Background: an optimization exercise with open tools, aiming at small area, a short achievable clock period and few clock cycles. Do not read the settings as production practice. RTL that was checked went through simulation tests only; none was proved equivalent to the original. Power is estimated from default activity; no workload was simulated.

rev 12:
==> module knn_distance_cal, before the edit <==
module knn_distance_cal (
    input             clk,
    input             rst_n,
    input      [63:0] train_data,
    input             train_label,
    input             sample_valid,
    input      [63:0] test_data,
    output     [7:0]  distance_o,
    output            label_o,
    output            valid_o
    );
    function [8:0] addnot(input [7:0] a, input [7:0] b);
        reg [7:0] g, t, G, T, Gp, Tp;
        integer i, j, k;
        begin
            g = a & ~b;
            t = a | ~b;
            G = g;
            T = t;
            for (k = 0; k < 3; k = k + 1) begin
                Gp = G;
                Tp = T;
                for (i = 0; i < 8; i = i + 1)
                    if (i >= (1 << k)) begin
                        G[i] = Gp[i] | (Tp[i] & Gp[i - (1 << k)]);
                        T[i] = Tp[i] & Tp[i - (1 << k)];
                    end
            end
            addnot[0] = ~(a[0] ^ b[0]);
            for (i = 1; i < 8; i = i + 1)
                addnot[i] = ~(a[i] ^ b[i]) ^ G[i-1];
            addnot[8] = G[7];
        end
    endfunction
    reg  [71:0] s_q;                   
    reg         label_q;
    reg         valid_q;
    reg  [71:0] s_d;
    integer f;
    always @(*)
        for (f = 0; f < 8; f = f + 1)
            s_d[f*9 +: 9] = addnot(train_data[f*8 +: 8], test_data[f*8 +: 8]);
    always @(posedge clk) begin
        s_q     <= s_d;
        label_q <= train_label;
        if (!rst_n) valid_q <= 1'b0;
        else        valid_q <= sample_valid;
    end
    function gt9(input [8:0] a, input [8:0] b);
        integer j;
        reg r;
        begin
            r = 1'b0;
            for (j = 0; j < 9; j = j + 1)
                r = (a[j] & ~b[j]) | ((a[j] | ~b[j]) & r);
            gt9 = r;
        end
    endfunction
    function [8:0] max2(input [8:0] a, input [8:0] b);
        max2 = gt9(a, b) ? a : b;
    endfunction
    function [8:0] key(input [8:0] cs);
        key = {cs[7:0] ^ {8{~cs[8]}}, cs[8]};
    endfunction
    wire [8:0] k0   = max2(key(s_q[ 8: 0]), key(s_q[17: 9]));
    wire [8:0] k1   = max2(key(s_q[26:18]), key(s_q[35:27]));
    wire [8:0] k2   = max2(key(s_q[44:36]), key(s_q[53:45]));
    wire [8:0] k3   = max2(key(s_q[62:54]), key(s_q[71:63]));
    wire [8:0] k01  = max2(k0, k1);
    wire [8:0] k23  = max2(k2, k3);
    wire [7:0] d01  = k01[8:1] + k01[0];
    wire [7:0] d23  = k23[8:1] + k23[0];
    wire [7:0] cheb = gt9(k01, k23) ? d01 : d23;
    reg [7:0] cheb_q;
    reg       label_q2;
    reg       valid_q2;
    always @(posedge clk) begin
        cheb_q   <= cheb;
        label_q2 <= label_q;
        if (!rst_n) valid_q2 <= 1'b0;
        else        valid_q2 <= valid_q;
    end
    assign distance_o = cheb_q;
    assign label_o    = label_q2;
    assign valid_o    = valid_q2;
endmodule
==> flow/config.mk <==
export PLATFORM = sky130hd
export DESIGN_NAME = knn_top
export DESIGN_NICKNAME = knn_top
export VERILOG_FILES = /design/flow/design.v
export SDC_FILE = /design/flow/constraint.sdc
export NUM_CORES = 4
export LEC_CHECK = 0
export CAP_MARGIN = 20
export CORE_MARGIN = 2
export CORE_UTILIZATION = 75
export CTS_BUF_LIST = sky130_fd_sc_hd__clkbuf_4
export CTS_CLUSTER_DIAMETER = 80
export CTS_CLUSTER_SIZE = 40
export SLEW_MARGIN = 20
==> flow/constraint.sdc <==
create_clock -name core_clock -period 21.0 [get_ports {clk}]
set_input_delay 4.2000 -clock core_clock [delete_from_list [all_inputs] [get_ports {clk}]]
set_output_delay 4.2000 -clock core_clock [all_outputs]
set_load 0.01 [all_outputs]
standard.sh (not shown) runs the stock make flow with config.mk's settings and CLKGATE_MAP_FILE= SYNTH_SCRIPT=/design/flow/synth_recipe.tcl, a recipe that flattens the netlist after the stock synthesis.
==> flow/flow/run.sh <==
#!/bin/bash
set -euo pipefail
bash standard.sh synth > synth.log 2>&1
bash standard.sh SETUP_SLACK_MARGIN=15.5 TNS_END_PERCENT=100 \
    BUFFER_PORTS_ARGS="-buffer_cell sky130_fd_sc_hd__buf_1"  finish > layout.log 2>&1
Changes in rev 13 relative to rev 12:
--- a/flow/design.v
+++ b/flow/design.v
@@ -12,5 +12,5 @@
     );
     function [8:0] addnot(input [7:0] a, input [7:0] b);
-        reg [7:0] g, t, G, T, Gp, Tp;
+        reg [7:0] g, t, G, T;
         integer i, j, k;
         begin
@@ -19,13 +19,11 @@
             G = g;
             T = t;
-            for (k = 0; k < 3; k = k + 1) begin
-                Gp = G;
-                Tp = T;
+            for (k = 0; k < 3; k = k + 1)
                 for (i = 0; i < 8; i = i + 1)
-                    if (i >= (1 << k)) begin
-                        G[i] = Gp[i] | (Tp[i] & Gp[i - (1 << k)]);
-                        T[i] = Tp[i] & Tp[i - (1 << k)];
+                    if (i & (1 << k)) begin
+                        j = ((i >> k) << k) - 1;
+                        G[i] = G[i] | (T[i] & G[j]);
+                        T[i] = T[i] & T[j];
                     end
-            end
             addnot[0] = ~(a[0] ^ b[0]);
             for (i = 1; i < 8; i = i + 1)
On flip-flop and latch share of the layout cell area, the lower figure sits with rev 12, not rev 13. Of rev 13 and rev 12, it is rev 13 that has the lower data required time of the worst path. Looking only at count of buffers not belonging to the clock network in the layout, and setting everything else aside, the higher value of rev 13 and rev 12 goes to rev 12. Worst-case setup margin in the final layout: rev 13 higher than rev 12. The total power consumption of the routed design in rev 12 is 1.17 times that in rev 13. On part of the cycle the worst path needs, rev 12 tracks rev 13 almost exactly. Cell count: rev 13 lower than rev 12. A source of the critical timing path of test_data[40] is what rev 13 shows, while train_data[9] belongs to rev 12. Of rev 13 and rev 12, the run reporting the higher post-synth design cell area was rev 12. [compare] base=rev 12 new=rev 13: full die area went down by 1100 um2, core utilization saw an increase, share of final layout cell area taken by non-clock buffers increased 0.19 points.
Testbench counts of rev 13, summed over its fixed seeds: cycles 49,352.
For rev 12, only the layout was checked, not whether the RTL still works.

## re-timing with driven ports
No port has a modelled driver above. Below, the same layouts with a new extraction and two added sets of constraints.
Step 1 sets driving cells, clkbuf_16 on the clock port and buf_2 on the other inputs (assumed; they add their load-dependent delay and slew).
Step 2, shift: input delay + t, output delay - t, t = (earliest + latest rising clock arrival at the registers) / 2. This alone moves slack from input paths to output paths.
a / b / c = ideal ports / drivers / drivers and shift; a / b = the first two.
run | t (ns) | slack for setup (ns) | slew at the worst register clock pin (ns)
rev 12 | 0.588 | 15.573 / 15.581 / 14.993 | 0.12 / 0.12
rev 13 | 0.569 | 15.587 / 15.602 / 15.033 | 0.11 / 0.11
After both steps setup and hold are still met in every run listed. For rev 12, which loses most, drivers alone change the setup slack by +0.008 ns; drivers and shift together by -0.580 ns.
